Background: an optimization exercise with open tools, aiming at small area. Do not read the settings as production practice.
Function was not checked in any run shown here: the RTL went through the layout flow alone.
Power figures rest on the tool's default switching activity, not on a simulated workload.

$ cat flow/constraint.sdc
create_clock -name core_clock -period 5.0 [get_ports {clk}]
set_input_delay 1.0000 -clock core_clock [delete_from_list [all_inputs] [get_ports {clk}]]
set_output_delay 1.0000 -clock core_clock [all_outputs]
set_load 0.01 [all_outputs]
$ cat flow/flow/run.sh
#!/bin/bash
# Standard ORFS layout, with the smallest buffer (buf_1) used for the port buffers.
set -euo pipefail
export BUFFER_PORTS_ARGS="-buffer_cell sky130_fd_sc_hd__buf_1"
bash standard.sh > standard_flow.log 2>&1
$ cat flow/standard.sh
#!/bin/bash
# synth_recipe.tcl (not shown) runs the flow's synth.tcl, then flattens the netlist and writes it again
# the make line also repeats each setting of config.mk as NAME=value (left out here)
make -C /OpenROAD-flow-scripts/flow DESIGN_CONFIG=/design/flow/config.mk WORK_HOME=/design/flow/orfs CLKGATE_MAP_FILE= SYNTH_SCRIPT=/design/flow/synth_recipe.tcl "${@:-finish}"
$ cat flow/design.v
module ALU (
input             clk               ,   
input             rst_n             ,   
input             dcd_req           ,   
input      [3:0]  dcd_opcode        ,   
input      [11:0] dcd_mem_addr      ,   
input      [2:0]  dcd_src_reg_1_addr,   
input      [2:0]  dcd_src_reg_2_addr,   
input      [2:0]  dcd_dst_reg_addr  ,   
input      [15:0] dcd_const         ,   
output reg        dcd_ack           ,   
input      [31:0] data_mem_rd_data  ,   
output reg        data_mem_cen      ,   
output            data_mem_rw       ,   
output     [11:0] data_mem_addr     ,   
output     [31:0] data_mem_rw_data  ,   
input      [15:0] reg_0_rd_data     ,   
input             reg_0_ack         ,   
output reg        reg_0_req         ,   
output            reg_0_rw          ,   
output reg [2:0]  reg_0_addr        ,   
input      [15:0] reg_1_rd_data     ,   
input             reg_1_ack         ,   
output reg        reg_1_req         ,   
output reg        reg_1_rw          ,   
output     [2:0]  reg_1_addr        ,   
output reg [15:0] reg_1_wr_data     ,   
output reg        pc_jump_req       ,   
output     [11:0] pc_jump_addr          
);
wire [3:0] op = dcd_opcode;
wire op_alu = op[2];                               
reg  dcd_req_delay;                                
reg  cen_delay;                                    
wire alu_start = dcd_req & ~dcd_req_delay;         
assign data_mem_addr    = dcd_mem_addr;
assign pc_jump_addr     = dcd_mem_addr;
assign data_mem_rw      = ~op[1];
assign data_mem_rw_data = {16'h0000, reg_1_wr_data};    
assign reg_0_rw         = 1'b1;
assign reg_1_addr       = reg_1_rw ? dcd_src_reg_2_addr : dcd_dst_reg_addr;
wire eq = (dcd_const == reg_0_rd_data);
wire        sub = op[0] & ~op[1];
wire [15:0] a   = reg_0_rd_data;
wire [15:0] b   = reg_1_rd_data ^ {16{sub}};
wire [15:0] p   = a ^ b;                          
wire [15:0] g   = a & b;                          
wire [16:0] c;
assign c[0] = sub;
genvar i;
generate for (i = 0; i < 16; i = i + 2) begin : g_add
  assign c[i+1] = g[i] | (p[i] & c[i]);
  assign c[i+2] = g[i+1] | (p[i+1] & g[i]) | (p[i+1] & p[i] & c[i]);
end endgenerate
wire [15:0] s = p ^ c[15:0];
wire [15:0] logic_res = g | ({16{op[0]}} & p);
wire [15:0] alu_res   = op[1] ? logic_res : s;
always @(posedge clk or negedge rst_n)
if (~rst_n) begin
  dcd_req_delay <= 1'b0;
  cen_delay     <= 1'b0;
  data_mem_cen  <= 1'b0;
  reg_0_req     <= 1'b0;
  reg_1_req     <= 1'b0;
  reg_1_rw      <= 1'b0;
  pc_jump_req   <= 1'b0;
  dcd_ack       <= 1'b0;
end else begin
  dcd_req_delay <= dcd_req;
  cen_delay     <= data_mem_cen;
  data_mem_cen  <= (alu_start & ~op[3] & ~op[2] & ~(op[1] ^ op[0]))
                 | (reg_0_ack & ~op[2] & op[1] & ~op[0]);
  reg_0_req     <= ~reg_0_ack & (reg_0_req | (alu_start & (op[2] | (op[1] & ~op[0]) | (op[3] & op[0]))));
  reg_1_req     <= reg_1_ack ? reg_1_rw
                 : (reg_1_req | (alu_start & (op[2] | (~op[3] & ~op[1] & op[0]))) | (cen_delay & ~op[1]));
  reg_1_rw      <= alu_start ? op_alu : (reg_1_rw & ~reg_1_ack);
  pc_jump_req   <= (alu_start & op[3] & ~op[0]) | (reg_0_ack & op[3] & op[0] & eq);
  dcd_ack       <= (~reg_1_rw & reg_1_ack) | (op[1] & data_mem_cen)
                 | (alu_start & op[3] & ~op[0]) | (reg_0_ack & op[3] & op[0]);
end
always @(posedge clk)
  reg_0_addr <= dcd_src_reg_1_addr;
wire sel_alu  = reg_1_rw;
wire sel_hold = op[2] & ~reg_1_rw;
wire sel_c    = ~op[2] & op[0];
wire sel_m    = ~op[2] & ~op[1] & ~op[0];
wire sel_r    = ~op[2] & op[1] & ~op[0];
always @(posedge clk)
  reg_1_wr_data <= ({16{sel_alu}}  & alu_res)
                 | ({16{sel_hold}} & reg_1_wr_data)
                 | ({16{sel_c}}    & dcd_const)
                 | ({16{sel_m}}    & data_mem_rd_data[15:0])
                 | ({16{sel_r}}    & reg_0_rd_data);
endmodule  
$ cat flow/config.mk
export PLATFORM = sky130hd
export DESIGN_NAME = ALU
export DESIGN_NICKNAME = ALU
export VERILOG_FILES = /design/flow/design.v
export SDC_FILE = /design/flow/constraint.sdc
export NUM_CORES = 4
export LEC_CHECK = 0
export CAP_MARGIN = 20
export CORE_MARGIN = 2
export CORE_UTILIZATION = 40
export SLEW_MARGIN = 20
==> impl_results.md, run 1 <==
* Sw Ratio at 41.4%
* WL per Instance at around 16 um
* Worst min path class: reg2reg
* Clk root buf: clkbuf_8
* CTS Hold Bufs at 0
* Syn Inst Count at roughly 340
* Vias in the first global route at between 2000 and 2500
* Routed WL at just over 8000 um
* # diodes at 0
* # rows at 30
* Core area at 6830 sq um
* Final period util at between 80% and 90%
* Pwr per Cell Area at 245 nW/um^2
* Synthesis Warnings at 1
* Max-slew violation count at 0
* Antenna violations before repair at 0
* FF-to-FF Start: reg_1_rw
* Synthesized area at approximately 2800 sq um
* Worst-margin pin slew at approximately 0.82 ns
* Crit path DAT at around 4.2 ns
* Fillers at roughly 730
* Worst setup margin at 0.968 ns
* Combinational share of power at 44.7%
* Initial DRC Count at between 150 and 200
* Worst skew pair latency at about 0.30 ns
* First-pass DRT Iterations at 13
* Final net count at ~550
* Clock power frac at 19.6%
* Yosys cell types at between 40 and 50
* Setup tns final at 0 ns
* Worst hold slack at 0.429 ns
* Placed Area at between 3000 and 4000 sq um
* Peak supply drop at about 0.1 mV
* Fin. Hold Viols at 0
* First-pass GRT wire length at 12200 um
* Chip width at between 80 and 90 um
* Primary FF master, synth: dfxtp_1
* Die footprint at around 7800 sq um
* Total gr overflow at 0
* Worst slack, placed at between 0.6 and 0.7 ns
* Finished Core Util at a little under half
* Layout cell share with drive strength beyond 1 at between 5 and 6%
* DP HPWL at roughly 6300 um
* Critical Path RT at 5.18 ns
* Port Buffer Count at approximately 130
* Vias per cell at between 5 and 6
* Syn avg cell area at around 8.5 sq um
* Crit path from: dcd_opcode[1]
* Post-cts sizing count at 0
* Outcome: timing/DRC/antenna clean
* Hold path start: data_mem_cen
* DRC errors left at 0
* Synth Register Bits at 27
* CTS Buffer Depth at 2
* Placed Cells at a little over 500
* Routability cong. at 0.908
* Design Area, Final at approximately 3000 sq um
* Critical path fanouts, max at 12
* Number of synthesized flops with an enable pin at 0
* Clock transition at path regs at between 0.1 and 0.15 ns
* Switching power at slightly above 300 uW
* Starting Density at a little over two fifths
* WS Path Type: in2reg
* Area Growth Syn to Fin at 8.31%
* Worst slew margin at between 40% and 50%
* Max-Cap Viols at 0
* Final min period at between 4 and 5 ns
* Setup violators final at 0
* Final std cells w/o fill at ~510
* Clock Skew at ~0.0013 ns
* Internal cell power at ~440 uW
* CTS tree: done
* Seq pwr share at between 30 and 40%
* Setup bufs post-CTS at 0
* Max Fclk at ~0.25 GHz
* CTS sink count at 27
* GRT Util Overall at between 20% and 30%
* Async set-reset flop share out of synthesis at 29.6%
* Critical path startpoint category: input pin
* Pin count of the biggest net entering global routing at 39
* Static leakage at 1.26 nW
* CTS Buf Count at 3
* Die H at a little under 90 um
* RSZ-0062 raised after global routing: no
* Sequential fraction of the synthesis area at between 20 and 25%
* Setup crit end kind: flop
* Via Count at 2701
* Htree depth at 1
* Ports at roughly 200
* Detail Route Antenna Nets at 0
* Pwr Total at 754 uW
## cell usage after synthesis, types with 3 or more instances
master	instances	share of area, %
dfxtp_1	19	13
nor2b_1	3	0.66
nor3_1	5	0.88
buf_2	6	1.1
a21oi_1	14	2.5
nor2_1	15	2.0
nand2_1	23	3.0
nand4_1	4	0.88
mux2_2	4	1.6
nand3_1	11	1.9
a222oi_1	16	5.6
o21ai_1	3	0.53
dfrtp_1	8	7.0
a221oi_1	6	1.8
fa_1	7	4.9
ha_1	18	7.9
buf_6	3	1.2
xor2_1	18	5.5
a21o_1	6	1.6
xnor2_1	16	4.9
o211ai_1	12	3.2
o21ai_0	14	2.5
buf_4	57	15
inv_1	17	2.2
## final cells by class
cell class              count  area [sq um]  area share [%]
clock buffers               3          41.3            1.34
clock inverters             1          7.51           0.244
inverters                  19          71.3            2.32
multi-input cells         235          1740            56.5
flip-flops and latches     27           581            18.8
well taps                  96           120            3.90
repair buffers            132           518            16.8
## registers in the layout (all words and copies together), names as in the netlist
name           count
reg_0_req          1
dcd_ack            1
reg_1_rw           1
pc_jump_req        1
data_mem_cen       1
reg_1_wr_data     16
cen_delay          1
reg_1_req          1
dcd_req_delay      1
reg_0_addr         3
## logic make-up after synthesis
| kind of cell | after synthesis | synth area share, % |
|---|---|---|
| buffers and inverters | 89 | 20.3 |
| AO/OA/AOI/OAI | 86 | 22.4 |
| other | 2 | 0.264 |
| adder cells (fa/ha/maj) | 25 | 12.8 |
| flip-flops | 27 | 20.4 |
| AND/OR/NAND/NOR | 68 | 11.3 |
| XOR/XNOR | 34 | 10.5 |
| multiplexers | 5 | 1.98 |
## placed cells by master (no fill, tap or decap), types with 2 or more instances in the layout
master / count
nand3_1: 11
inv_2: 2
o21a_1: 2
buf_1: 126
a31oi_1: 2
nor3_2: 2
dfrtp_1: 8
buf_4: 6
nand2_1: 23
clkbuf_8: 3
nor2b_1: 3
ha_1: 18
nor3b_1: 2
nand4_1: 4
a21o_1: 6
a222oi_1: 16
mux2_2: 4
inv_1: 17
fa_1: 7
conb_1: 17
xnor2_1: 16
nor3_1: 5
a21oi_1: 14
dfxtp_1: 19
xor2_1: 18
o211ai_1: 12
a211o_1: 2
o21ai_0: 14
a221oi_1: 6
o21ai_1: 3
nor2_1: 15
## critical path, cell delays in order
cell and delay, ns:
buf_1 0.09, inv_2 0.19, ha_1 0.62, buf_4 0.32, xor2_1 0.11, ha_1 0.35
a21oi_1 0.10, and3_1 0.18, o21ai_1 0.15, nand2_1 0.13, fa_1 0.43, inv_1 0.06
o21ai_0 0.08, a221oi_1 0.27, o211ai_1 0.11
## power groups by stage
stage / clock network, mW / logic [mW] / registers (mW)
finish: 0.148 / 0.337 / 0.269
global placement: 0 / 0.332 / 0.272
CTS: 0.149 / 0.339 / 0.269
global route: 0.158 / 0.377 / 0.273
detailed placement: 0 / 0.336 / 0.274
floorplan: 0 / 0.269 / 0.282
## worst paths after layout
path | end | slack (ns) | cells after the start
hold reg to reg | cen_delay | 0.43 | 0
max in group asynchronous | data_mem_cen | 4.11 | 1
min in group asynchronous | reg_1_rw | 0.60 | 1
hold / removal | cen_delay | 0.43 | 0
setup reg to reg | reg_1_wr_data[11] | 3.03 | 4
setup / recovery | reg_1_wr_data[13] | 0.97 | 15
## per-layer routing
metal | routed length (um) | share of wire (%) | track usage (%) | up-vias
li1 | - | - | - | 1304
met2 | 3870 | 47 | 33.8 | 131
met3 | 639 | 7.8 | 3.45 | 13
met1 | 3580 | 44 | 27.9 | 1253
met5 | 0 | 0 | 0 | -
met4 | 56 | 0.69 | 3.58 | 0
==> run 2: changes to the inputs <==
--- a/flow/design.v
+++ b/flow/design.v
@@ -43,17 +43,20 @@
 wire        sub = op[0] & ~op[1];
 wire [15:0] a   = reg_0_rd_data;
 wire [15:0] b   = reg_1_rd_data ^ {16{sub}};
-wire [15:0] p   = a ^ b;                          
-wire [15:0] g   = a & b;                          
+wire [15:0] p = a ^ b;
+wire [15:0] g = a & b;
 wire [16:0] c;
 assign c[0] = sub;
 genvar i;
-generate for (i = 0; i < 16; i = i + 2) begin : g_add
+generate for (i = 0; i < 8; i = i + 1) begin : g_rip
+  assign c[i+1] = g[i] | (p[i] & c[i]);
+end endgenerate
+generate for (i = 8; i < 16; i = i + 2) begin : g_la
   assign c[i+1] = g[i] | (p[i] & c[i]);
   assign c[i+2] = g[i+1] | (p[i+1] & g[i]) | (p[i+1] & p[i] & c[i]);
 end endgenerate
 wire [15:0] s = p ^ c[15:0];
-wire [15:0] logic_res = g | ({16{op[0]}} & p);
+wire [15:0] logic_res = (a & reg_1_rd_data) | ({16{op[0]}} & (a | reg_1_rd_data));    
 wire [15:0] alu_res   = op[1] ? logic_res : s;
 always @(posedge clk or negedge rst_n)
 if (~rst_n) begin
==> flow/flow/run.sh (replaced) <==
#!/bin/bash
# Standard ORFS layout with two changes: the smallest buffer (buf_1) for the
# port buffers, and an area-oriented ABC mapping script for synthesis.
set -euo pipefail
cp -r "$FLOW_HOME/scripts" ./orfs_scripts
cp flow/abc.script ./orfs_scripts/abc_speed.script
export SCRIPTS_DIR="$PWD/orfs_scripts"
export BUFFER_PORTS_ARGS="-buffer_cell sky130_fd_sc_hd__buf_1"
bash standard.sh > standard_flow.log 2>&1
==> flow/flow/abc.script (new file) <==
&get -n
&st
&dch
&nf
&st
&syn2
&if -g -K 6
&synch2
&nf
&st
&dch -f
&nf -R 1000
&st
&dch -f
&nf -R 1000
&put
==> run 2 against run 1 <==
- worst hold slack gained 0.0036 ns
- non-clock buffer count grew 21
- count of clock-buffer cells in the layout is the same
- flip-flop and latch count is the same
- the layout now fails its checks (setup timing)
==> impl_results.md, run 2 <==
* Commonest non-fill, non-tap cell in the layout: buf_1
* Antenna violations before repair at 0 (unchanged)
* Sw Ratio at 38.9% (-2.5 points)
* Layout cell share with drive strength beyond 1 at 12.6% (+7.5 points)
* Crit path DAT at 6.04 ns (+1.83 ns)
* Worst skew pair latency at 0.29 ns (about the same)
* Synth top cells by count: buf_4, o21ai_0, xor2_1
* Max-Cap Viols at 0 (unchanged)
* Synthesis Warnings at 1 (unchanged)
* Worst Reg2Reg Path Length in Cells at 5 (+1)
* Primary FF master, synth: dfxtp_1
* Initial DRC Count at 156 (+0.65%)
* Worst-margin pin slew at 0.904 ns (+0.0815 ns)
* Leading area contributor after synthesis: buf_4
* CTS tree: done
* Final net count at 554 (+0.18%)
* # diodes at 0 (unchanged)
* CTS Buffer Depth at 2 (unchanged)
* Sequential fraction of the synthesis area at 22.5% (+2.0 points)
* Most frequent cells in the layout: buf_1, buf_4, xor2_1
* Worst slack, placed at -1.66 ns (-2.34 ns)
* Die H at 84.4 um (-4.4%)
* Hold path start: data_mem_cen
* WS Path Type: in2reg
* Internal cell power at 445 uW (+0.82%)
* # rows at 29 (-3.3%)
* RSZ-0062 raised after global routing: yes
* Top-count cell post-synth: buf_4
* WL per Instance at 15.1 um (-4.6%)
* Clock power frac at 18.8% (-0.8 points)
* Finished Core Util at 50.4% (+5.3 points)
* Synth area leaders: buf_4, dfxtp_1, fa_1
* CTS sink count at 27 (unchanged)
* Total gr overflow at 0 (unchanged)
* Die footprint at 7120 sq um (-8.7%)
* Final min period at 5.84 ns (+1.81 ns)
* Pwr per Cell Area at 229 nW/um^2 (-6.3%)
* Clk root buf: clkbuf_8
* Syn avg cell area at 8.42 sq um (-0.52%)
* Combinational share of power at 44.5% (-0.2 points)
* Hold Crit Depth at 0 (unchanged)
* R2r endpoint: reg_1_wr_data[15]
* CTS Hold Bufs at 0 (unchanged)
* Area Growth Syn to Fin at 23.0%
* Biggest register: reg_1_wr_data
* Pin count of the biggest net entering global routing at 36 (-7.7%)
* Clock Skew at 0.00881 ns (+0.00746 ns)
* Syn Inst Count at 307 (-8.6%)
* Chip width at 84.4 um (-4.4%)
* First-pass GRT wire length at 11800 um (-3.2%)
* Port Buffer Count at 126 (unchanged)
* Yosys cell types at 31 (-33%)
* Outcome: complete, but fails checks
* First-pass DRT Iterations at 4 (-9)
* Critical Path RT at 5.19 ns (about the same)
* Pwr Total at 729 uW (-3.3%)
* Max-slew violation count at 0 (unchanged)
* Critical path fanouts, max at 5 (-7)
* Hold endpoint: cen_delay
* Routed WL at 7560 um (-7.2%)
* FF-to-FF Start: reg_1_rw
* Routability cong. at 0.822 (-9.5%)
* Layout Check Fails: setup timing
* CTS Buf Count at 3 (unchanged)
* Critical path startpoint category: input pin
* Starting Density at 40.9% (-0.69 points)
* Final std cells w/o fill at 499 (-2.7%)
* Top Registers: reg_1_wr_data x16, reg_0_addr x3
* Htree depth at 1 (unchanged)
* Vias per cell at 5.24 (-0.47%)
* DRC errors left at 0 (unchanged)
* Fin. Hold Viols at 0 (unchanged)
* Worst setup margin at -0.843 ns (-1.81 ns)
* Switching power at 284 uW (-9.0%)
* GRT Util Overall at 20.3% (+0.024 points)
* DP HPWL at 5820 um (-7.0%)
* Final period util at 117% (+36 points)
* Worst slew margin at 39.7% (-5.4 points)
* Seq pwr share at 36.7% (+1.0 points)
* Vias in the first global route at 2381 (-2.5%)
* R2R Setup Slk at 3.08 ns (+0.05 ns)
* Synthesized area at 2580 sq um (-9.1%)
* Area share of the largest cell type after synthesis at 16.6% (+1.5 points)
* Core area at 6310 sq um (-7.6%)
* Setup crit end kind: flop
* Via Count at 2615 (-3.2%)
* Ports at 196 (unchanged)
* Placed Cells at 490 (-3.7%)
* Static leakage at 1.27 nW (about the same)
* Peak supply drop at 0.113 mV (+16%)
* Max Fclk at 0.171 GHz (-31%)
* Worst min path class: reg2reg
* Async set-reset flop share out of synthesis at 29.6% (unchanged)
* Largest register FFs at 16 (unchanged)
* Detail Route Antenna Nets at 0 (unchanged)
* Worst hold slack at 0.433 ns (+0.00363 ns)
* Number of synthesized flops with an enable pin at 0 (unchanged)
* Setup violators final at 6 (+6)
* Synth Register Bits at 27 (unchanged)
* Clock transition at path regs at 0.11 ns (about the same)
[run 2: per-stage QoR]
| stage | setup TNS [ns] | cell area (sq um) |
|---|---|---|
| floorplan | -3.98 | 2700 |
| global placement | -6.78 | 3020 |
| detailed placement | -7.19 | 3020 |
| CTS | -2.32 | 3140 |
| global route | -3.49 | 3180 |
| finish | -2.54 | 3180 |
[run 2: critical path, cell delays in order]
cell and delay (ns):
clkbuf_16 0.13, clkinv_16 0.05, ha_4 0.18, xor2_2 0.15, fa_2 0.37, fa_2 0.35
fa_2 0.34, fa_2 0.35, fa_2 0.35, fa_2 0.34, fa_2 0.34, a21o_1 0.18
a21o_1 0.16, a21o_1 0.16, a21o_1 0.17, a21o_1 0.15, a21o_1 0.16, fa_2 0.38
xnor2_4 0.15, a21oi_2 0.12, a21oi_1 0.05, o21ai_1 0.13, o21ai_1 0.09, a21o_1 0.18
[run 2: cell families after synthesis]
group,Yosys count,share of synthesized area (%)
fa+ha+maj,21,13.4
flops,27,22.5
mux,3,1.31
compound gates,91,23.6
other cells,2,0.291
xor+xnor,27,9.15
buf+inv,66,17.9
simple gates,70,12.0
[run 2: routing by layer]
layer | up-vias | part of all wire (%) | global-route usage (%)
li1 | 1269 | - | -
met1 | 1204 | 45 | 28.8
met2 | 133 | 46 | 33.3
met3 | 9 | 8.3 | 3.83
met4 | 0 | 0.64 | 2.45
met5 | - | 0 | 0
[run 2: repair_timing]
item / 4_1_cts / 5_1_grt
pin swaps: 26 / 12
hold endpoints to repair: 0 / 0
buffers inserted: 4 / 2
gates resized for setup: 15 / 7
endpoints found under the setup margin: 7 / 7
[run 2: how the worst max path moves through the flow]
| stage | from | endpoint | slack [ns] |
|---|---|---|---|
| finish | dcd_opcode[1] | reg_1_wr_data[15] | -0.84 |
| global placement | dcd_opcode[1] | reg_1_wr_data[15] | -1.56 |
| detailed placement | dcd_opcode[1] | reg_1_wr_data[15] | -1.66 |
| floorplan | dcd_opcode[1] | reg_1_wr_data[15] | -1.30 |
| global route | dcd_opcode[1] | reg_1_wr_data[15] | -1.01 |
| CTS | dcd_opcode[1] | reg_1_wr_data[15] | -0.82 |
[run 2: final cells by class]
type	instances	area [sq um]
inverters	9	60.1
multi-input cells	229	1690
flip-flops and latches	27	581
clock inverters	1	7.51
clock buffers	3	41.3
well taps	77	96.3
repair buffers	153	704
fillers	651	3130
[run 2: power groups by stage]
stage | clock (mW) | sequential (mW) | combinational (mW)
finish | 0.137 | 0.268 | 0.324
global route | 0.151 | 0.271 | 0.359
CTS | 0.143 | 0.268 | 0.315
detailed placement | 0 | 0.273 | 0.299
global placement | 0 | 0.272 | 0.299
floorplan | 0 | 0.282 | 0.210
==> run 3: changes to the inputs <==
--- a/flow/design.v
+++ b/flow/design.v
@@ -30,6 +30,7 @@
 );
 wire [3:0] op = dcd_opcode;
 wire op_alu = op[2];                               
+reg  sub_q;                                        
 reg  dcd_req_delay;                                
 reg  cen_delay;                                    
 wire alu_start = dcd_req & ~dcd_req_delay;         
@@ -40,22 +41,31 @@
 assign reg_0_rw         = 1'b1;
 assign reg_1_addr       = reg_1_rw ? dcd_src_reg_2_addr : dcd_dst_reg_addr;
 wire eq = (dcd_const == reg_0_rd_data);
-wire        sub = op[0] & ~op[1];
+wire        sub = sub_q;                          
 wire [15:0] a   = reg_0_rd_data;
 wire [15:0] b   = reg_1_rd_data ^ {16{sub}};
-wire [15:0] p = a ^ b;
-wire [15:0] g = a & b;
-wire [16:0] c;
-assign c[0] = sub;
+wire [16:0] c;           
+wire [15:0] s0;          
+wire [15:0] s;
 genvar i;
-generate for (i = 0; i < 8; i = i + 1) begin : g_rip
-  assign c[i+1] = g[i] | (p[i] & c[i]);
+generate for (i = 0; i < 16; i = i + 1) begin : g_add
+  wire ci = (i == 0) ? sub : (i == 8) ? 1'b0 : c[i];
+  assign s0[i]  = a[i] ^ b[i] ^ ci;
+  assign c[i+1] = (a[i] & b[i]) | (a[i] & ci) | (b[i] & ci);
 end endgenerate
-generate for (i = 8; i < 16; i = i + 2) begin : g_la
-  assign c[i+1] = g[i] | (p[i] & c[i]);
-  assign c[i+2] = g[i+1] | (p[i+1] & g[i]) | (p[i+1] & p[i] & c[i]);
-end endgenerate
-wire [15:0] s = p ^ c[15:0];
+assign s[7:0] = s0[7:0];
+wire k8 = c[8];
+wire [8:0] t1;       
+assign t1[0] = 1'b1;
+assign t1[1] = t1[0] & s0[8];
+assign t1[2] = t1[1] & s0[9];
+assign t1[3] = t1[2] & s0[10];
+assign t1[4] = t1[3] & s0[11];
+assign t1[5] = t1[4] & s0[12];
+assign t1[6] = t1[5] & s0[13];
+assign t1[7] = t1[6] & s0[14];
+assign t1[8] = t1[7] & s0[15];
+assign s[15:8] = s0[15:8] ^ ({8{k8}} & t1[7:0]);
 wire [15:0] logic_res = (a & reg_1_rd_data) | ({16{op[0]}} & (a | reg_1_rd_data));    
 wire [15:0] alu_res   = op[1] ? logic_res : s;
 always @(posedge clk or negedge rst_n)
@@ -81,8 +91,10 @@
   dcd_ack       <= (~reg_1_rw & reg_1_ack) | (op[1] & data_mem_cen)
                  | (alu_start & op[3] & ~op[0]) | (reg_0_ack & op[3] & op[0]);
 end
-always @(posedge clk)
+always @(posedge clk) begin
   reg_0_addr <= dcd_src_reg_1_addr;
+  sub_q      <= op[2] & ~op[1] & op[0];
+end
 wire sel_alu  = reg_1_rw;
 wire sel_hold = op[2] & ~reg_1_rw;
 wire sel_c    = ~op[2] & op[0];
==> run 3 against run 2 <==
- now clean on timing, DRC and antenna
- worst hold slack worse by 0.011 ns
- cell count down 7.2%
- via count down 7.6%
- die area up 1.3%
- flip-flop and latch count up 1
- critical path depth down 7
- combinational power down 12%
- clock skew down 0.0018 ns
- first-iteration DRC count down 33%
- maximum frequency up 28%
- largest cell class unchanged
==> impl_results.md, run 3 <==
* Global routing usage on met1 at 26.1% (-2.6 points)
* Area share of the largest cell type after synthesis at 16.3% (-0.23 points)
* Synth Register Bits at 28 (+3.7%)
* Worst hold slack at 0.422 ns (-0.0110 ns)
* Setup violators final at 0 (-6)
* DRC errors left at 0 (unchanged)
* Max-Cap Viols at 0 (unchanged)
* Yosys cell types at 40 (+29%)
* First-pass DRT Iterations at 5 (+1)
* Worst slew margin at 42.6% (+2.9 points)
* Sequential fraction of the synthesis area at 22.9% (+0.45 points)
* Number of synthesized flops with an enable pin at 0 (unchanged)
* Synthesis Warnings at 1 (unchanged)
* Area Growth Syn to Fin at 12.9%
* WS Path Type: in2reg
* Synthesized area at 2620 sq um (+1.4%)
* CTS Buf Count at 3 (unchanged)
* Static leakage at 1.12 nW (-11%)
* DP HPWL at 5880 um (+1.0%)
* Initial DRC Count at 104 (-33%)
* Worst skew pair latency at 0.28 ns (about the same)
* Primary FF master, synth: dfxtp_1
* Max-slew violation count at 0 (unchanged)
* Worst-margin pin slew at 0.859 ns (-0.0454 ns)
* RSZ-0062 raised after global routing: no
* Hold Crit Depth at 0 (unchanged)
* Met3 global-route usage at 5.74% (+1.9 points)
* Worst min path class: reg2reg
* Syn avg cell area at 9.04 sq um (+7.3%)
* Pwr per Cell Area at 252 nW/um^2 (+9.9%)
* Commonest non-fill, non-tap cell in the layout: buf_1
* Final std cells w/o fill at 463 (-7.2%)
* Starting Density at 41.3% (+0.34 points)
* Synth area leaders: buf_4, dfxtp_1, fa_1
* Clock transition at path regs at 0.10 ns (about the same)
* Layout cell share with drive strength beyond 1 at 3.63% (-8.9 points)
* Routability cong. at 0.839 (+2.1%)
* Peak supply drop at 0.120 mV (+6.4%)
* Leading area contributor after synthesis: buf_4
* Hold endpoint: cen_delay
* # diodes at 0 (unchanged)
* Placed Cells at 459 (-6.3%)
* Total gr overflow at 0 (unchanged)
* FF-to-FF Start: sub_q
* Critical Path RT at 5.18 ns (about the same)
* Port Buffer Count at 126 (unchanged)
* Final net count at 515 (-7.0%)
* CTS tree: done
* Worst Reg2Reg Path Length in Cells at 16 (+11)
* Async set-reset flop share out of synthesis at 28.6% (-1.1 points)
* Setup tns final at 0 ns (+2.54 ns)
* Htree depth at 1 (unchanged)
* Die H at 85.0 um (+0.66%)
* GRT Util Overall at 20.5% (+0.16 points)
* Chip width at 85.0 um (+0.66%)
* Fin. Hold Viols at 0 (unchanged)
* Critical path startpoint category: input pin
* Core area at 6350 sq um (+0.57%)
* R2r endpoint: reg_1_wr_data[15]
* Most frequent cells in the layout: buf_1, clkinv_1, xor2_1, dfxtp_1, conb_1
* Area of the multi-input gates at 1580 sq um (-6.4%)
* Clock Skew at 0.00705 ns (-0.00176 ns)
* Clk root buf: clkbuf_8
* Hold path start: data_mem_cen
* Synth top cells by count: buf_4, clkinv_1, dfxtp_1, xor2_1
* Outcome: timing/DRC/antenna clean
* Top-count cell post-synth: buf_4
* Setup bufs post-CTS at 0 (-4)
* Antenna violations before repair at 0 (unchanged)
* Vias per cell at 5.22 (-0.43%)
* Die footprint at 7220 sq um (+1.3%)
* Detail Route Antenna Nets at 0 (unchanged)
* Final min period at 4.58 ns (-1.27 ns)
* Vias in the first global route at 2321 (-2.5%)
* Critical path fanouts, max at 3 (-2)
* Met2 global-route usage at 33.9% (+0.62 points)
* Pin count of the biggest net entering global routing at 18 (-50%)
* CTS Hold Bufs at 0 (unchanged)
* Fillers at 686 (+5.4%)
* First-pass GRT wire length at 11600 um (-1.1%)
* R2R Setup Slk at 0.81 ns (-2.27 ns)
* CTS Buffer Depth at 2 (unchanged)
* WL per Instance at 16.1 um (+6.4%)
* Register area at 601 sq um (+3.4%)
* Routed WL at 7460 um (-1.3%)
* Max Fclk at 0.219 GHz (+28%)
* GR peak layer: met2
* Syn Inst Count at 290 (-5.5%)
* Top Registers: reg_1_wr_data x16, reg_0_addr x3
* Pwr Total at 746 uW (+2.4%)
* CTS sink count at 28 (+3.7%)
* Crit path DAT at 4.75 ns (-1.29 ns)
* Biggest register: reg_1_wr_data
* Post-cts sizing count at 0 (-15)
* Largest register FFs at 16 (unchanged)
* Final period util at 91.5% (-25 points)
* Setup crit end kind: flop
* Via Count at 2416 (-7.6%)
* # rows at 29 (unchanged)
* Ports at 196 (unchanged)
## run 3: power breakdown
| part | internal [mW] | switching, mW |
|---|---|---|
| sequential | 0.254 | 0.0222 |
| clock | 0.107 | 0.0779 |
| combinational | 0.118 | 0.167 |
| total | 0.479 | 0.267 |
## run 3: per-layer routing
layer,wire [um],up-vias,part of all wire (%)
met5,0,-,0
met4,116,0,1.6
met3,698,11,9.4
met2,3530,129,47
met1,3110,1109,42
li1,-,1167,-
## run 3: layout make-up
| cell class | instances | share of cell area (%) |
|---|---|---|
| multi-input cells | 199 | 53.4 |
| flip-flops and latches | 28 | 20.3 |
| repair buffers | 134 | 18.0 |
| well taps | 77 | 3.25 |
| inverters | 21 | 2.66 |
| clock buffers | 3 | 1.39 |
| clock inverters | 1 | 1.01 |
## run 3: kinds of logic after synthesis
| group | synth area share, % |
|---|---|
| AOI/OAI and AO/OA | 18.5 |
| xor gates and xnor gates | 9.69 |
| adders and majority gates | 17.3 |
| buffers and inverters | 19.3 |
| DFF | 22.9 |
| muxes | 1.67 |
| other | 0.287 |
| and+or+nand+nor | 10.3 |
## run 3: through the flow
step	util, %	worst slack, ns	instance area [sq um]
floorplan	-	0.591	2680
global placement	45.5	0.141	2890
detailed placement	45.5	0.0838	2890
CTS	46.6	0.380	2960
global route	46.6	0.196	2960
finish	46.6	0.424	2960
## run 3: how the worst max path moves through the flow
stage	cells after the start	end	slack, ns	start
final	17	reg_1_wr_data[11]	0.42	reg_1_rd_data[0]
after global routing	17	reg_1_wr_data[15]	0.20	reg_0_rd_data[1]
after CTS	17	reg_1_wr_data[11]	0.38	reg_1_rd_data[0]
after detailed placement	17	reg_1_wr_data[11]	0.08	reg_1_rd_data[0]
after global placement	17	reg_1_wr_data[11]	0.14	reg_1_rd_data[0]
after floorplan	16	reg_1_wr_data[15]	0.59	reg_1_rd_data[0]
## run 3: worst max-delay path, cell delays in order
cell	delay, ns
buf_1	0.15
mux2i_1	0.27
fa_1	0.23
fa_1	0.20
clkinv_1	0.09
fa_1	0.42
fa_1	0.43
fa_1	0.45
fa_1	0.41
clkinv_1	0.08
fa_1	0.26
nor4bb_1	0.10
buf_4	0.14
o21ai_0	0.14
a21oi_1	0.07
a221oi_1	0.22
nand2_1	0.09
==> run 4: changes to the inputs <==
--- a/flow/flow/run.sh
+++ b/flow/flow/run.sh
@@ -6,4 +6,7 @@
 cp flow/abc.script ./orfs_scripts/abc_speed.script
 export SCRIPTS_DIR="$PWD/orfs_scripts"
 export BUFFER_PORTS_ARGS="-buffer_cell sky130_fd_sc_hd__buf_1"
+export REMOVE_ABC_BUFFERS=1
+export GPL_TIMING_DRIVEN=0
+export CTS_ARGS="-sink_clustering_enable -repair_clock_nets -dont_use_dummy_load"
 bash standard.sh > standard_flow.log 2>&1
==> run 4 against run 3 <==
- still clean
- wire length up 6.7%
- critical path depth unchanged
- register-to-register slack worse by 0.30 ns
- flip-flop and latch count unchanged
- non-clock buffer count down 6
- critical endpoint is now reg_1_wr_data[15]
==> impl_results.md, run 4 <==
* Outcome: timing/DRC/antenna clean
* Synthesized area at 2620 sq um (unchanged)
* Detail Route Antenna Nets at 0 (unchanged)
* Peak supply drop at 0.132 mV (+9.5%)
* Setup violators final at 0 (unchanged)
* # rows at 29 (unchanged)
* Crit path from: reg_0_rd_data[0]
* Worst-margin pin slew at 1.12 ns (+0.259 ns)
* Primary FF master, synth: dfxtp_1
* Pin count of the biggest net entering global routing at 24 (+6)
* Port Buffer Count at 126 (unchanged)
* Final net count at 509 (-1.2%)
* Setup tns final at 0 ns (unchanged)
* Post-synthesis xor/xnor area fraction at 9.69% (unchanged)
* Post-cts sizing count at 0 (unchanged)
* Setup crit end kind: flop
* CTS Buffer Depth at 2 (unchanged)
* Antenna violations before repair at 0 (unchanged)
* Chip width at 85.0 um (unchanged)
* Number of synthesized flops with an enable pin at 0 (unchanged)
* Crit path top cell by count: fa_1
* Final std cells w/o fill at 456 (-1.5%)
* Vias per cell at 5.49 (+5.1%)
* CP peak stage delay at 0.48 ns (+0.03 ns)
* CTS tree: done
* Final period util at 94.1% (+2.5 points)
* Crit path DAT at 4.93 ns (+0.18 ns)
* Largest register FFs at 16 (unchanged)
* Clock transition at path regs at 0.10 ns (about the same)
* Area of the multi-input gates at 1590 sq um (+0.71%)
* Placed Area at 2850 sq um (-1.2%)
* Register area at 602 sq um (+0.21%)
* Async set-reset flop share out of synthesis at 28.6% (unchanged)
* Htree depth at 1 (unchanged)
* Vias in the first global route at 2261 (-2.6%)
* Fin. Hold Viols at 0 (unchanged)
* Starting Density at 41.3% (unchanged)
* Commonest non-fill, non-tap cell in the layout: buf_1
* FF-to-FF Start: sub_q
* Design Area, Final at 2900 sq um (-1.9%)
* CTS sink count at 28 (unchanged)
* Leading area contributor after synthesis: buf_4
* CP max stage cell: fa_1
* Critical Path RT at 5.22 ns (+0.04 ns)
* R2R Setup Slk at 0.51 ns (-0.30 ns)
* Routed WL at 7960 um (+6.7%)
* Largest family of logic cells by synthesized area: buffers and inverters
* Post-synthesis adder-cell area fraction at 17.3% (unchanged)
* Fraction of synthesized area in multiplexers at 1.67% (unchanged)
* Worst hold slack at 0.419 ns (-0.00261 ns)
* Max-slew violation count at 0 (unchanged)
* Fillers at 660 (-3.8%)
* Synth top cells by count: buf_4, clkinv_1, dfxtp_1, xor2_1
* WS Path Type: in2reg
* Max Fclk at 0.213 GHz (-2.7%)
* Most frequent cells in the layout: buf_1, clkinv_1, xor2_1
* Total gr overflow at 0 (unchanged)
* Biggest register: reg_1_wr_data
* Yosys cell types at 40 (unchanged)
* Routability cong. at 0.753 (-10%)
* # diodes at 0 (unchanged)
* Initial DRC Count at 171 (+64%)
* Worst setup path endpoint: reg_1_wr_data[15]
* Core area at 6350 sq um (unchanged)
* Die H at 85.0 um (unchanged)
* Area Growth Syn to Fin at 10.7%
* Syn Inst Count at 290 (unchanged)
* Critical-path cell list: buf_1 > mux2i_1 > fa_1 > fa_1 > clkinv_1 > fa_1 > fa_1 > fa_1 > fa_1 > clkinv_1 > fa_1 > nor4bb_2 > and3_1 > nand3_1 > xnor2_1 > nand2_1 > nand3_1
* Pwr Total at 689 uW (-7.7%)
* Clock Skew at 0.00421 ns (-0.00284 ns)
* Syn avg cell area at 9.04 sq um (unchanged)
* First-pass DRT Iterations at 5 (unchanged)
* Critical path fanouts, max at 5 (+2)
* CTS Hold Bufs at 0 (unchanged)
* Worst slew margin at 25.4% (-17 points)
* Layout cell share with drive strength beyond 1 at 3.17% (-0.46 points)
* Critical path startpoint category: input pin
* Top-count cell post-synth: buf_4
* Top Registers: reg_1_wr_data x16, reg_0_addr x3
* Area share of the largest cell type after synthesis at 16.3% (unchanged)
* Placed Cells at 453 (-1.3%)
* Worst min path class: reg2reg
* Setup bufs post-CTS at 0 (unchanged)
* WL per Instance at 17.5 um (+8.3%)
* RSZ-0062 raised after global routing: no
* GRT Util Overall at 21.5% (+1.1 points)
* Simple-Gate Fraction of Synth Area at 10.3% (unchanged)
* R2r endpoint: reg_1_wr_data[15]
* Max-Cap Viols at 0 (unchanged)
* Ports at 196 (unchanged)
* DRC errors left at 0 (unchanged)
* Synthesis Warnings at 1 (unchanged)
* Synth area leaders: buf_4, dfxtp_1, fa_1
* CTS Buf Count at 3 (unchanged)
* First-pass GRT wire length at 12000 um (+2.7%)
* Synth Register Bits at 28 (unchanged)
* Pwr per Cell Area at 237 nW/um^2 (-5.8%)
* Sequential fraction of the synthesis area at 22.9% (unchanged)
* Via Count at 2502 (+3.6%)
* Die footprint at 7220 sq um (unchanged)
* Worst Reg2Reg Path Length in Cells at 16 (unchanged)
* Worst skew pair latency at 0.28 ns (about the same)
* Clk root buf: clkbuf_8
* DP HPWL at 6180 um (+5.1%)
* Final min period at 4.70 ns (+0.127 ns)
* Static leakage at 1.08 nW (-3.6%)
* Compound-Gate Fraction of Synth Area at 18.5% (unchanged)
==> run 4: cell count changes in the layout (fill, tap and decap cells not counted), sizes merged <==
cell	change
buf	-6
bufinv	-1
==> run 4: critical path: cells and delay by family <==
kind                       cells  cell delay [ns]
xor gates and xnor gates       1             0.18
adders and majority gates      7             2.14
muxes                          1             0.15
and+or+nand+nor                5             1.08
buffers and inverters          3             0.36
==> run 4: worst min path at each step <==
| stage | from | endpoint | slack (ns) | cells past startpoint |
|---|---|---|---|---|
| 2_1_floorplan | data_mem_cen | cen_delay | 0.43 | 0 |
| 3_3_place_gp | data_mem_cen | cen_delay | 0.40 | 0 |
| 3_5_place_dp | data_mem_cen | cen_delay | 0.40 | 0 |
| 4_1_cts | data_mem_cen | cen_delay | 0.42 | 0 |
| 5_1_grt | data_mem_cen | cen_delay | 0.45 | 0 |
| 6_report | data_mem_cen | cen_delay | 0.42 | 0 |
==> run 4: through the flow <==
stage	setup slack, ns	util, %
2_1_floorplan	0.591	-
3_3_place_gp	-0.0390	44.4
4_1_cts	0.00534	45.6
5_1_grt	0.0422	45.7
3_5_place_dp	-0.127	44.9
6_report	0.297	45.7
==> run 4: cell type report <==
type | count | area share, %
Sequential cell | 28 | 20.7
Inverter | 21 | 2.72
Clock buffer | 3 | 1.42
Timing Repair Buffer | 128 | 17.0
Tap cell | 77 | 3.32
Multi-Input combinational cell | 199 | 54.8
==> run 4: cell families after synthesis <==
family	after synthesis
flops	28
fa+ha+maj	31
mux	4
simple gates	54
xor+xnor	29
compound gates	64
buf+inv	78
other cells	2
==> run 4: where the power goes <==
| group | leakage [nW] | internal, mW | total (mW) | switching [mW] |
|---|---|---|---|---|
| clock | 0.0216 | 0.0543 | 0.129 | 0.0749 |
| combinational | 0.789 | 0.116 | 0.282 | 0.166 |
| sequential | 0.271 | 0.254 | 0.278 | 0.0242 |
| total | 1.08 | 0.424 | 0.689 | 0.265 |
==> run 4: routing by layer <==
metal,vias to the layer above,GRT usage [%],wire (um)
li1,1158,-,-
met1,1166,26.7,3230
met2,164,33.9,3590
met3,12,10.6,1020
met4,2,3.46,71
met5,-,5.59,56
==> run 5: changes to the inputs <==
--- a/flow/design.v
+++ b/flow/design.v
@@ -49,23 +49,22 @@
 wire [15:0] s;
 genvar i;
 generate for (i = 0; i < 16; i = i + 1) begin : g_add
-  wire ci = (i == 0) ? sub : (i == 8) ? 1'b0 : c[i];
+  wire ci = (i == 0) ? sub : (i == 9) ? 1'b0 : c[i];
   assign s0[i]  = a[i] ^ b[i] ^ ci;
   assign c[i+1] = (a[i] & b[i]) | (a[i] & ci) | (b[i] & ci);
 end endgenerate
-assign s[7:0] = s0[7:0];
-wire k8 = c[8];
-wire [8:0] t1;       
+assign s[8:0] = s0[8:0];
+wire k9 = c[9];
+wire [7:0] t1;       
 assign t1[0] = 1'b1;
-assign t1[1] = t1[0] & s0[8];
-assign t1[2] = t1[1] & s0[9];
-assign t1[3] = t1[2] & s0[10];
-assign t1[4] = t1[3] & s0[11];
-assign t1[5] = t1[4] & s0[12];
-assign t1[6] = t1[5] & s0[13];
-assign t1[7] = t1[6] & s0[14];
-assign t1[8] = t1[7] & s0[15];
-assign s[15:8] = s0[15:8] ^ ({8{k8}} & t1[7:0]);
+assign t1[1] = t1[0] & s0[9];
+assign t1[2] = t1[1] & s0[10];
+assign t1[3] = t1[2] & s0[11];
+assign t1[4] = t1[3] & s0[12];
+assign t1[5] = t1[4] & s0[13];
+assign t1[6] = t1[5] & s0[14];
+assign t1[7] = t1[6] & s0[15];
+assign s[15:9] = s0[15:9] ^ ({7{k9}} & t1[6:0]);
 wire [15:0] logic_res = (a & reg_1_rd_data) | ({16{op[0]}} & (a | reg_1_rd_data));    
 wire [15:0] alu_res   = op[1] ? logic_res : s;
 always @(posedge clk or negedge rst_n)
--- a/flow/flow/run.sh
+++ b/flow/flow/run.sh
@@ -6,7 +6,4 @@
 cp flow/abc.script ./orfs_scripts/abc_speed.script
 export SCRIPTS_DIR="$PWD/orfs_scripts"
 export BUFFER_PORTS_ARGS="-buffer_cell sky130_fd_sc_hd__buf_1"
-export REMOVE_ABC_BUFFERS=1
-export GPL_TIMING_DRIVEN=0
-export CTS_ARGS="-sink_clustering_enable -repair_clock_nets -dont_use_dummy_load"
 bash standard.sh > standard_flow.log 2>&1
==> run 5 against run 4 <==
- critical path depth decreased by 1
- worst hold slack improved by 0.0060 ns
- via count decreased by 1.7%
==> impl_results.md, run 5 <==
* Static leakage at 1.12 nW (+3.6%)
* Area share of the largest cell type after synthesis at 16.4% (+0.063 points)
* Max-slew violation count at 0 (unchanged)
* Register area at 601 sq um (-0.21%)
* Routability cong. at 0.831 (+10%)
* Design Area, Final at 3000 sq um (+3.2%)
* Clock Skew at 0.00790 ns (+0.00369 ns)
* Yosys cell types at 39 (-2.5%)
* Critical path startpoint category: input pin
* Setup crit end kind: flop
* Top-count cell post-synth: buf_4
* Highest metal used: met4
* RSZ-0062 raised after global routing: no
* CTS sink count at 28 (unchanged)
* Primary FF master, synth: dfxtp_1
* Largest register FFs at 16 (unchanged)
* R2r endpoint: reg_1_wr_data[9]
* CTS Buf Count at 3 (unchanged)
* Chip width at 84.8 um (-0.18%)
* DRC errors left at 0 (unchanged)
* Total gr overflow at 0 (unchanged)
* Hold Crit Depth at 0 (unchanged)
* Number of synthesized flops with an enable pin at 0 (unchanged)
* CTS tree: done
* Clk root buf: clkbuf_8
* Antenna violations before repair at 0 (unchanged)
* Hold endpoint: cen_delay
* Syn Inst Count at 293 (+1.0%)
* Setup violators final at 0 (unchanged)
* Max Fclk at 0.211 GHz (-0.87%)
* Worst slew margin at 39.9% (+14 points)
* Peak supply drop at 0.115 mV (-13%)
* Synth area leaders: buf_4, dfxtp_1, fa_1
* First-pass GRT wire length at 11600 um (-2.9%)
* Async set-reset flop share out of synthesis at 28.6% (unchanged)
* Placed Area at 2910 sq um (+1.9%)
* Die footprint at 7190 sq um (-0.36%)
* Setup tns final at 0 ns (unchanged)
* Area Growth Syn to Fin at 14.8%
* Initial DRC Count at 107 (-37%)
* Worst skew pair latency at 0.28 ns (about the same)
* Outcome: timing/DRC/antenna clean
* First-pass DRT Iterations at 4 (-1)
* Pin count of the biggest net entering global routing at 25 (+4.2%)
* Critical Path RT at 5.17 ns (-0.05 ns)
* Ports at 196 (unchanged)
* Wire length on met2 at 3660 um (+2.1%)
* Core area at 6310 sq um (-0.57%)
* Fillers at 652 (-1.2%)
* CTS Hold Bufs at 0 (unchanged)
* Max-Cap Viols at 0 (unchanged)
* Setup bufs post-CTS at 0 (unchanged)
* Sequential fraction of the synthesis area at 23.0% (+0.088 points)
* Vias in the first global route at 2466 (+9.1%)
* Synthesis Warnings at 1 (unchanged)
* Hold path start: data_mem_cen
* Worst min path class: reg2reg
* Final net count at 522 (+2.6%)
* Syn avg cell area at 8.91 sq um (-1.4%)
* DP HPWL at 5790 um (-6.4%)
* Area of the multi-input gates at 1590 sq um (-0.31%)
* Htree depth at 1 (unchanged)
* Worst Reg2Reg Path Length in Cells at 15 (-1)
* # diodes at 0 (unchanged)
* Starting Density at 41.4% (+0.079 points)
* Crit path DAT at 4.92 ns (about the same)
* Layout cell share with drive strength beyond 1 at 6.11% (+2.9 points)
* Port Buffer Count at 126 (unchanged)
* WL per Instance at 15.8 um (-9.5%)
* Worst-margin pin slew at 0.900 ns (-0.218 ns)
* Final period util at 94.9% (+0.83 points)
* CTS Buffer Depth at 2 (unchanged)
* Synth Register Bits at 28 (unchanged)
* Routed met1 length at 3280 um (+1.6%)
* Fin. Hold Viols at 0 (unchanged)
* GRT Util Overall at 20.3% (-1.2 points)
* WL met3 at 426 um (-58%)
* Die H at 84.8 um (-0.18%)
* Routed WL at 7420 um (-6.7%)
* Top Registers: reg_1_wr_data x16, reg_0_addr x3
* Commonest non-fill, non-tap cell in the layout: buf_1
* Synth top cells by count: buf_4, clkinv_1, dfxtp_1
* Pwr per Cell Area at 250 nW/um^2 (+5.2%)
* # rows at 29 (unchanged)
* Post-cts sizing count at 0 (unchanged)
* Biggest register: reg_1_wr_data
* Leading area contributor after synthesis: buf_4
* WS Path Type: in2reg
* Critical path fanouts, max at 2 (-3)
* R2R Setup Slk at 0.76 ns (+0.25 ns)
* Most frequent cells in the layout: buf_1, clkinv_1, dfxtp_1
* Clock transition at path regs at 0.11 ns (about the same)
* Vias per cell at 5.23 (-4.6%)
* FF-to-FF Start: sub_q
* Synthesized area at 2610 sq um (-0.38%)
* Via Count at 2459 (-1.7%)
* Detail Route Antenna Nets at 0 (unchanged)
* Final min period at 4.74 ns (+0.0414 ns)
-- run 5: cell count changes after synthesis, moves of 3 or more --
cell and delta:
a222oi_1 -3, o21ai_0 +9, a21oi_1 +3, maj3_1 -3
-- run 5: worst max path at each step --
stage / cells after the start / slack (ns) / to / start
after global routing: 16 / 0.01 / reg_1_wr_data[9] / reg_1_rd_data[0]
final: 16 / 0.26 / reg_1_wr_data[9] / reg_1_rd_data[0]
after detailed placement: 16 / -0.24 / reg_1_wr_data[9] / reg_1_rd_data[0]
after floorplan: 15 / 0.19 / reg_1_wr_data[9] / reg_1_rd_data[0]
after global placement: 16 / -0.25 / reg_1_wr_data[9] / reg_1_rd_data[0]
after CTS: 16 / 0.07 / reg_1_wr_data[9] / reg_1_rd_data[0]
-- run 5: per-stage QoR --
| step | power, mW | hold WS (ns) | utilization [%] | std cells | setup slack, ns |
|---|---|---|---|---|---|
| after global routing | 0.801 | 0.434 | 47.5 | 470 | 0.0150 |
| final | 0.749 | 0.425 | 47.5 | 470 | 0.256 |
| after global placement | 0.561 | 0.402 | 46.0 | 465 | -0.250 |
| after floorplan | 0.504 | 0.435 | - | 308 | 0.188 |
| after detailed placement | 0.567 | 0.393 | 46.1 | 466 | -0.239 |
| after CTS | 0.755 | 0.420 | 47.2 | 470 | 0.0706 |
-- run 5: where the power goes --
| part | switching, mW | internal (mW) | total (mW) | leakage [nW] |
|---|---|---|---|---|
| combinational | 0.167 | 0.122 | 0.288 | 0.814 |
| clock | 0.0782 | 0.107 | 0.186 | 0.0357 |
| sequential | 0.0215 | 0.253 | 0.275 | 0.271 |
| total | 0.266 | 0.482 | 0.749 | 1.12 |
-- run 5: cell type report --
type                    instances  share of cell area, %
clock buffers                   3                   1.38
clock inverters                 1                   1.00
inverters                      21                   2.63
multi-input cells             202                   52.9
flip-flops and latches         28                   20.0
well taps                      77                   3.22
repair buffers                138                   18.8
-- run 5: worst max-delay path, stage by stage --
cell and delay, ns:
buf_1 0.12, mux2i_2 0.28, fa_2 0.25, fa_1 0.17, clkinv_1 0.09, fa_2 0.38
fa_2 0.37, fa_2 0.38, fa_1 0.42, fa_1 0.40, clkinv_1 0.07, fa_2 0.23
clkinv_1 0.07, ha_1 0.26, a222oi_1 0.32, nand3_1 0.10
-- run 5: layer usage --
layer | GRT usage, % | up-vias
met2 | 36.4 | 94
met4 | 4.33 | 0
met3 | 2.16 | 4
met1 | 26.3 | 1172
met5 | 0 | -
li1 | - | 1189
-- run 5: cells by family (layout without fill, tap and decap cells) --
logic type	after synthesis	count (layout)	synth area share (%)
other	2	17	0.288
DFF	28	28	23.0
buffers and inverters	78	163	19.4
and+or+nand+nor	49	49	9.39
AOI/OAI and AO/OA	75	75	20.3
muxes	4	4	1.68
xor gates and xnor gates	29	29	9.73
adders and majority gates	28	28	16.2
==> run 6: changes to the inputs <==
--- a/flow/design.v
+++ b/flow/design.v
@@ -41,32 +41,36 @@
 assign reg_0_rw         = 1'b1;
 assign reg_1_addr       = reg_1_rw ? dcd_src_reg_2_addr : dcd_dst_reg_addr;
 wire eq = (dcd_const == reg_0_rd_data);
+wire        op_inv  = ~op[1] & op[0];               
+wire        op_keep = ~(op[1] & op[0]);             
+wire        op_and  = op[1] & ~op[0];               
 wire        sub = sub_q;                          
 wire [15:0] a   = reg_0_rd_data;
-wire [15:0] b   = reg_1_rd_data ^ {16{sub}};
+wire [15:0] b   = ((reg_1_rd_data ^ {16{op_inv}}) & (~a | {16{op_keep}})) | (~a & {16{op_and}});
 wire [16:0] c;           
 wire [15:0] s0;          
 wire [15:0] s;
 genvar i;
 generate for (i = 0; i < 16; i = i + 1) begin : g_add
-  wire ci = (i == 0) ? sub : (i == 9) ? 1'b0 : c[i];
+  wire ci = (i == 0) ? sub : (i == 7) ? 1'b0 : c[i];
   assign s0[i]  = a[i] ^ b[i] ^ ci;
   assign c[i+1] = (a[i] & b[i]) | (a[i] & ci) | (b[i] & ci);
 end endgenerate
-assign s[8:0] = s0[8:0];
-wire k9 = c[9];
-wire [7:0] t1;       
+assign s[6:0] = s0[6:0];
+wire k7 = c[7];
+wire [9:0] t1;       
 assign t1[0] = 1'b1;
-assign t1[1] = t1[0] & s0[9];
-assign t1[2] = t1[1] & s0[10];
-assign t1[3] = t1[2] & s0[11];
-assign t1[4] = t1[3] & s0[12];
-assign t1[5] = t1[4] & s0[13];
-assign t1[6] = t1[5] & s0[14];
-assign t1[7] = t1[6] & s0[15];
-assign s[15:9] = s0[15:9] ^ ({7{k9}} & t1[6:0]);
-wire [15:0] logic_res = (a & reg_1_rd_data) | ({16{op[0]}} & (a | reg_1_rd_data));    
-wire [15:0] alu_res   = op[1] ? logic_res : s;
+assign t1[1] = t1[0] & s0[7];
+assign t1[2] = t1[1] & s0[8];
+assign t1[3] = t1[2] & s0[9];
+assign t1[4] = t1[3] & s0[10];
+assign t1[5] = t1[4] & s0[11];
+assign t1[6] = t1[5] & s0[12];
+assign t1[7] = t1[6] & s0[13];
+assign t1[8] = t1[7] & s0[14];
+assign t1[9] = t1[8] & s0[15];
+assign s[15:7] = s0[15:7] ^ ({9{k7}} & t1[8:0]);
+wire [15:0] alu_res   = s;
 always @(posedge clk or negedge rst_n)
 if (~rst_n) begin
   dcd_req_delay <= 1'b0;
@@ -92,7 +96,7 @@
 end
 always @(posedge clk) begin
   reg_0_addr <= dcd_src_reg_1_addr;
-  sub_q      <= op[2] & ~op[1] & op[0];
+  sub_q      <= op[2] & (op[1] ^ op[0]);
 end
 wire sel_alu  = reg_1_rw;
 wire sel_hold = op[2] & ~reg_1_rw;
==> run 6 against run 5 <==
- worst hold slack improved by 0.016 ns
- core utilization rose by 2.7 points
- wire length is 0.61% lower
- sequential power up 3%
- clock power up 3%
- critical path type unchanged
- highest routed layer unchanged
==> impl_results.md, run 6 <==
* Syn avg cell area at 8.58 sq um (-3.8%)
* Largest register FFs at 16 (unchanged)
* Primary FF master, synth: dfxtp_1
* Peak supply drop at 0.136 mV (+19%)
* CTS sink count at 28 (unchanged)
* Synth area leaders: buf_4, dfxtp_1, fa_1
* Crit path top cell by count: fa_2
* Biggest register: reg_1_wr_data
* Final std cells w/o fill at 491 (+4.5%)
* WS Path Type: in2reg
* First-pass GRT wire length at 11600 um (-0.23%)
* Synthesis Warnings at 1 (unchanged)
* Placed Area at 3030 sq um (+4.1%)
* Final period util at 96.9% (+2.0 points)
* Max Fclk at 0.206 GHz (-2.1%)
* Top Registers: reg_1_wr_data x16, reg_0_addr x3
* Top-count cell post-synth: buf_4
* Critical path fanouts, max at 4 (+2)
* Internal cell power at 522 uW (+8.3%)
* Vias per cell at 5.04 (-3.6%)
* # diodes at 0 (unchanged)
* Routed WL at 7380 um (-0.61%)
* Pwr per Cell Area at 263 nW/um^2 (+5.1%)
* WL per Instance at 15.0 um (-4.9%)
* Final net count at 544 (+4.2%)
* Number of synthesized flops with an enable pin at 0 (unchanged)
* Core area at 6280 sq um (-0.57%)
* Worst-margin pin slew at 0.838 ns (-0.0621 ns)
* Max-Cap Viols at 0 (unchanged)
* Most frequent cells in the layout: buf_1, a21oi_1, buf_4
* Synth Register Bits at 28 (unchanged)
* Combinational share of power at 42.7% (+4.2 points)
* Leading area contributor after synthesis: buf_4
* Area share of the largest cell type after synthesis at 16.7% (+0.35 points)
* Yosys cell types at 31 (-21%)
* Critical-path cell list: clkbuf_2 > buf_6 > ha_4 > xnor2_2 > a21oi_2 > a21oi_2 > fa_2 > clkinv_2 > fa_2 > fa_2 > fa_2 > fa_2 > fa_2 > clkinv_1 > fa_2 > clkinv_1 > and3_4 > and3_4 > and3_4 > nand3_2 > xnor2_1 > o211ai_1
* Ports at 196 (unchanged)
* Final min period at 4.85 ns (+0.102 ns)
* Async set-reset flop share out of synthesis at 28.6% (unchanged)
* Clock transition at path regs at 0.11 ns (about the same)
* Commonest non-fill, non-tap cell in the layout: buf_1
* Design Area, Final at 3150 sq um (+5.1%)
* CP max stage cell: fa_2
* Max-slew violation count at 0 (unchanged)
* Detail Route Antenna Nets at 0 (unchanged)
* CTS Buf Count at 3 (unchanged)
* Die H at 83.9 um (-1.0%)
* Switching power at 305 uW (+14%)
* Die footprint at 7050 sq um (-2.0%)
* CP peak stage delay at 0.40 ns (-0.02 ns)
* CP bufs+invs at 5 (+1)
* Pin count of the biggest net entering global routing at 17 (-32%)
* Sequential fraction of the synthesis area at 23.5% (+0.50 points)
* Routability cong. at 0.888 (+6.9%)
* DRC errors left at 0 (unchanged)
* Port Buffer Count at 126 (unchanged)
* Antenna violations before repair at 0 (unchanged)
* Setup crit end kind: flop
* Chip width at 83.9 um (-1.0%)
* Htree depth at 1 (unchanged)
* Critical Path RT at 5.18 ns (about the same)
* Total gr overflow at 0 (unchanged)
* Placed Cells at 486 (+4.3%)
* Area Growth Syn to Fin at 23.2%
* Crit path DAT at 5.02 ns (+0.10 ns)
* Clock Skew at 0.00591 ns (-0.00199 ns)
* Clock power frac at 23.2% (-1.6 points)
* First-pass DRT Iterations at 5 (+1)
* Synth top cells by count: buf_4, a21oi_1, clkinv_1
* Fin. Hold Viols at 0 (unchanged)
* Critical path startpoint category: input pin
* CTS tree: done
* CTS Hold Bufs at 0 (unchanged)
* Sw Ratio at 36.8% (+1.3 points)
* Worst hold slack at 0.441 ns (+0.0156 ns)
* Finished Core Util at 50.1% (+2.7 points)
* CTS Buffer Depth at 2 (unchanged)
* Delay-heaviest family, CP: adder cells
* Worst min path class: reg2reg
* GRT Util Overall at 20.7% (+0.44 points)
* Seq pwr share at 34.1% (-2.6 points)
* Via Count at 2476 (+0.69%)
* DP HPWL at 5970 um (+3.3%)
* Initial DRC Count at 215 (+100%)
* Worst slew margin at 43.8% (+4.0 points)
* Layout cell share with drive strength beyond 1 at 14.7% (+8.6 points)
* RSZ-0062 raised after global routing: no
* Syn Inst Count at 298 (+1.7%)
* Synthesized area at 2560 sq um (-2.1%)
* # rows at 29 (unchanged)
* Outcome: timing/DRC/antenna clean
* Setup violators final at 0 (unchanged)
* Starting Density at 40.7% (-0.64 points)
* Vias in the first global route at 2318 (-6.0%)
* Worst skew pair latency at 0.29 ns (about the same)
* Setup tns final at 0 ns (unchanged)
* Static leakage at 1.22 nW (+8.9%)
* Clk root buf: clkbuf_8
## run 6: what timing repair did
action                                  in CTS  in global routing
pin swaps                                    3                 12
endpoints found under the setup margin       5                  5
gates resized for setup                      4                  7
gates cloned                                 0                  0
setup buffers                                0                  1
## run 6: layer usage
metal | vias to the layer above | global-route usage, % | share of wire, %
met5 | - | 0 | 0
met4 | 0 | 5.72 | 1.3
met3 | 15 | 3.26 | 7.0
met2 | 107 | 34.9 | 48
met1 | 1138 | 27.6 | 44
li1 | 1216 | - | -
## run 6: layout make-up
type	instances	area, sq um
inverters	28	111
clock inverters	1	30.0
multi-input cells	200	1580
fillers	658	3130
repair buffers	154	689
well taps	77	96.3
clock buffers	3	41.3
flip-flops and latches	28	601
## run 6: cells by family (layout without fill, tap and decap cells)
group | count (synthesis) | after routing | share of synthesized area, %
buf+inv | 85 | 186 | 20.9
compound gates | 84 | 84 | 22.0
simple gates | 48 | 48 | 8.71
xor+xnor | 29 | 29 | 9.94
flops | 28 | 28 | 23.5
fa+ha+maj | 19 | 19 | 13.4
mux | 3 | 3 | 1.32
other cells | 2 | 17 | 0.294
## run 6: worst paths after layout
check / cells past startpoint / end / slack [ns] / start
min: 0 / cen_delay / 0.44 / data_mem_cen
max: 22 / reg_1_wr_data[15] / 0.15 / dcd_opcode[0]
min reg2reg: 0 / cen_delay / 0.44 / data_mem_cen
max reg2reg: 17 / reg_1_wr_data[15] / 1.23 / sub_q
min in group asynchronous: 1 / reg_1_req / 0.60 / rst_n
max in group asynchronous: 1 / pc_jump_req / 4.10 / rst_n
## run 6: power by group through the flow
stage / Clock, mW / Sequential, mW / Combinational, mW
floorplan: 0 / 0.299 / 0.252
global placement: 0 / 0.286 / 0.339
detailed placement: 0 / 0.288 / 0.343
CTS: 0.196 / 0.283 / 0.346
global route: 0.201 / 0.287 / 0.396
finish: 0.192 / 0.282 / 0.353
## run 6: worst reg2reg max path, cell delays in order (launching register included)
cell	delay, ns
dfxtp_1	0.32
clkinv_1	0.05
fa_2	0.20
clkinv_2	0.06
fa_2	0.40
fa_2	0.37
fa_2	0.35
fa_2	0.37
fa_2	0.34
clkinv_1	0.07
fa_2	0.18
clkinv_1	0.07
and3_4	0.19
and3_4	0.19
and3_4	0.19
nand3_2	0.08
xnor2_1	0.11
o211ai_1	0.09
## run 6: metrics by stage
step | worst slack [ns] | power [mW]
after floorplan | -0.0590 | 0.551
after global placement | -0.360 | 0.625
after detailed placement | -0.443 | 0.631
after CTS | 0.0108 | 0.825
after global routing | 0.00274 | 0.884
final | 0.153 | 0.827

-- what the ideal ports hide --
The results above use ideal ports. As a check the final layouts listed here were re-extracted and re-timed, cells and wires unchanged.
Step 1 assumes that a clkbuf_16 drives the clock port and a buf_2 every other input.
Step 2 adds t to the input delays and takes it off the output delays; t is the mean of the earliest and latest rising clock arrival at the registers after step 1. Input paths then give back, and output paths get back, about the clock's delay inside the block.
Three values: no drivers, after step 1, after step 2; two values: the first two.
run	t, ns	setup WS [ns]	worst setup path after step 2	latest minus earliest clock arrival (ns)	pins driven straight from the clock port
run 1	0.321	0.968 / 0.972 / 0.652	input to register	0.003 / 0.003	1
run 2	0.308	-0.843 / -0.870 / -1.178	input to register	0.009 / 0.008	1
run 3	0.308	0.424 / 0.429 / 0.120	input to register	0.007 / 0.007	1
run 4	0.308	0.297 / 0.304 / -0.005	input to register	0.005 / 0.005	1
run 5	0.307	0.256 / 0.257 / -0.050	input to register	0.009 / 0.008	1
run 6	0.320	0.153 / 0.159 / -0.161	input to register	0.006 / 0.006	1
Met with ideal ports but missed after step 2: setup timing in run 4, run 5 and run 6. For run 2, which loses most, drivers alone change the setup slack by -0.027 ns; drivers and shift together by -0.335 ns.
